Context: an optimization exercise on an open-source flow, tuned for small area and a short achievable clock period. The choices shown serve that exercise and are no tape-out recipe. The RTL was checked by simulation tests, not by an equivalence proof against the original design.

==> inputs of job 4213 <==
Design spi_regs, start of the top module:
module spi_regs (
    input  wire        clk,
    input  wire        rst,
    input  wire [7:0]  ctrl_reg1,
    input  wire [7:0]  ctrl_reg2,
    input  wire [7:0]  spibr,
    input  wire [31:0] bus_clock,
    input  wire [7:0]  SPIDR,
    input  wire        SPTEF,
    input  wire        SPIF,
    input  wire        MODF,
    input  wire        SPISR_read,
    output wire        spie, spe, sptie, mstr, cpol, cpha, ssoe, lsbfe,
    output wire        modfen, bidiroe, spiswai, spc0,
    output wire [31:0] baud_rate,
    output wire        SPTEF_int,
    output wire        SPIF_int,
    output wire        MODF_int
);
    SPI_Control_Registers u_ctrl (
        .clk(clk), .rst(rst),
        .ctrl_reg1(ctrl_reg1), .ctrl_reg2(ctrl_reg2),
        .spie(spie), .spe(spe), .sptie(sptie), .mstr(mstr),
        .cpol(cpol), .cpha(cpha), .ssoe(ssoe), .lsbfe(lsbfe),
        .modfen(modfen), .bidiroe(bidiroe), .spiswai(spiswai), .spc0(spc0)
    );
    SPI_BaudRate_Generator u_baud (
        .clk(clk), .rst(rst),
  ...
==> module SPI_BaudRate_Generator, before the edit <==
module SPI_BaudRate_Generator #(
    parameter K = 14
) (
    input wire clk,
    input wire rst,
    input wire [7:0] spibr,
    input wire [31:0] bus_clock,
    output wire [31:0] baud_rate
);
    localparam L = 31 - K;
    reg [1:0] oc;
    reg [3:0] ts;
    reg [1:0] oc_n;
    reg [3:0] ts_n;
    always @(*) begin
        case (spibr[6:4])
            3'd0: begin oc_n = 2'd0; ts_n = {1'b0, spibr[2:0]};        end  
            3'd1: begin oc_n = 2'd0; ts_n = {1'b0, spibr[2:0]} + 4'd1; end  
            3'd2: begin oc_n = 2'd1; ts_n = {1'b0, spibr[2:0]};        end  
            3'd3: begin oc_n = 2'd0; ts_n = {1'b0, spibr[2:0]} + 4'd2; end  
            3'd4: begin oc_n = 2'd2; ts_n = {1'b0, spibr[2:0]};        end  
            3'd5: begin oc_n = 2'd1; ts_n = {1'b0, spibr[2:0]} + 4'd1; end  
            3'd6: begin oc_n = 2'd3; ts_n = {1'b0, spibr[2:0]};        end  
            default: begin oc_n = 2'd0; ts_n = {1'b0, spibr[2:0]} + 4'd3; end  
        endcase
    end
    always @(posedge clk or posedge rst) begin
        if (rst) begin
            oc <= 2'd0;
            ts <= 4'd0;
        end else begin
            oc <= oc_n;
            ts <= ts_n;
        end
    end
    function [3:0] dstep;
        input [2:0] r;
        input b;
        input [1:0] c;
        reg d0, d1, w1, w2, q;
        begin
            d0 = r[0] ^ c[0] ^ ~b;
            w1 = (~r[0] & c[0]) | (~r[0] & ~b) | (c[0] & ~b);
            d1 = r[1] ^ c[1] ^ w1;
            w2 = (~r[1] & c[1]) | (~r[1] & w1) | (c[1] & w1);
            q = r[2] | ~w2;
            dstep = {q, q ? {d1, d0, ~b} : {r[1:0], b}};
        end
    endfunction
    wire [30:0] y = bus_clock[31:1] >> ts;
    reg [K-1:0] qh_n;
    reg [2:0] rh_n;
    reg [3:0] st;
    integer i;
    always @(*) begin
        rh_n = 3'd0;
        for (i = 0; i < K; i = i + 1) begin
            st = dstep(rh_n, y[30 - i], oc);
            qh_n[K - 1 - i] = st[3];
            rh_n = st[2:0];
        end
    end
    reg [K-1:0] qh;
    always @(posedge clk or posedge rst) begin
        if (rst) qh <= {K{1'b0}};
        else     qh <= qh_n;
    end
    generate if (L > 0) begin : g_lo
        reg [2:0] rh;
        reg [1:0] oc_d;
        reg [L-1:0] yl;
        always @(posedge clk or posedge rst) begin
            if (rst) begin
                rh <= 3'd0;
                oc_d <= 2'd0;
                yl <= {L{1'b0}};
            end else begin
                rh <= rh_n;
                oc_d <= oc;
                yl <= y[L-1:0];
            end
        end
        reg [L-1:0] ql;
        reg [2:0] rl;
        reg [3:0] sl;
        integer j;
        always @(*) begin
            rl = rh;
            for (j = 0; j < L; j = j + 1) begin
                sl = dstep(rl, yl[L - 1 - j], oc_d);
                ql[L - 1 - j] = sl[3];
                rl = sl[2:0];
            end
        end
        assign baud_rate = {1'b0, qh, ql};
    end else begin : g_nolo
        assign baud_rate = {1'b0, qh};
    end endgenerate
endmodule
Settings: LEC_CHECK=0, ABC_AREA=1, CAP_MARGIN=20, CORE_MARGIN=2, CORE_UTILIZATION=60, CTS_BUF_LIST=sky130_fd_sc_hd__clkbuf_4 sky130_fd_sc_hd__clkbuf_8, SLEW_MARGIN=20; clock period 110.0 ns.
run.sh (not shown) runs the stock make flow with config.mk's settings and CLKGATE_MAP_FILE= SYNTH_SCRIPT=/design/flow/synth_recipe.tcl, a recipe that flattens the netlist after the stock synthesis.
==> inputs of job 6319, as changes to job 4213 <==
--- a/flow/design.v
+++ b/flow/design.v
@@ -1,4 +1,4 @@
 module SPI_BaudRate_Generator #(
-    parameter K = 14
+    parameter K = 15
 ) (
     input wire clk,
@@ -34,16 +34,14 @@
         end
     end
-    function [3:0] dstep;
+    function [3:0] dstep;  
         input [2:0] r;
         input b;
         input [1:0] c;
-        reg d0, d1, w1, w2, q;
+        reg [3:0] v, o;
         begin
-            d0 = r[0] ^ c[0] ^ ~b;
-            w1 = (~r[0] & c[0]) | (~r[0] & ~b) | (c[0] & ~b);
-            d1 = r[1] ^ c[1] ^ w1;
-            w2 = (~r[1] & c[1]) | (~r[1] & w1) | (c[1] & w1);
-            q = r[2] | ~w2;
-            dstep = {q, q ? {d1, d0, ~b} : {r[1:0], b}};
+            v = {r, b};
+            o = {1'b0, c, 1'b1};
+            if (v >= o) dstep = {1'b1, v[2:0] - o[2:0]};
+            else        dstep = {1'b0, v[2:0]};
         end
     endfunction
- ABC_AREA: 1 -> not set
- CORE_UTILIZATION: 60 -> 40
- CTS_BUF_LIST: sky130_fd_sc_hd__clkbuf_4 sky130_fd_sc_hd__clkbuf_8 -> not set
==> comparison <==
Job 4213 ran to the end with no violations. Job 6319 finished clean.
Maximum frequency: job 6319 is lower than job 4213 (7.9%).
Of job 6319 and job 4213, job 4213 has the higher setup slack (gap 3.7 ns).
Between job 4213 and job 6319, the lower synthesized cell count is in job 6319 (gap about 9%, measured against job 6319).
Of job 4213 and job 6319, job 6319 has the higher via count (gap 5.1%, measured against job 6319).
In clock-buffer cell count, job 4213 and job 6319 do not differ.
Against job 4213, the die area of job 6319 is larger by about 70%.
Cell count: job 4213 is smaller than job 6319 (about 4%).

static timing again, ports no longer ideal:
How much do the figures lean on ideal ports? The routed layouts below were timed once more, with nothing changed but the port constraints.
Step 1, drivers: a clkbuf_16 drives clk and a buf_2 each remaining input, both assumed.
Step 2 adds t to the input delays and takes it off the output delays; t is the mean of the earliest and latest rising clock arrival at the registers after step 1. Input paths then give back, and output paths get back, about the clock's delay inside the block.
a / b / c = ideal ports / drivers / drivers and shift; a / b = the first two.
run | t (ns) | setup WS [ns] | worst setup path at the end | latest minus earliest clock arrival (ns)
job 4213 | 0.379 | 66.706 / 66.673 / 67.052 | register to output | 0.012 / 0.012
job 6319 | 0.383 | 62.978 / 62.940 / 63.323 | register to output | 0.018 / 0.017
After both steps setup and hold are still met in every run listed.
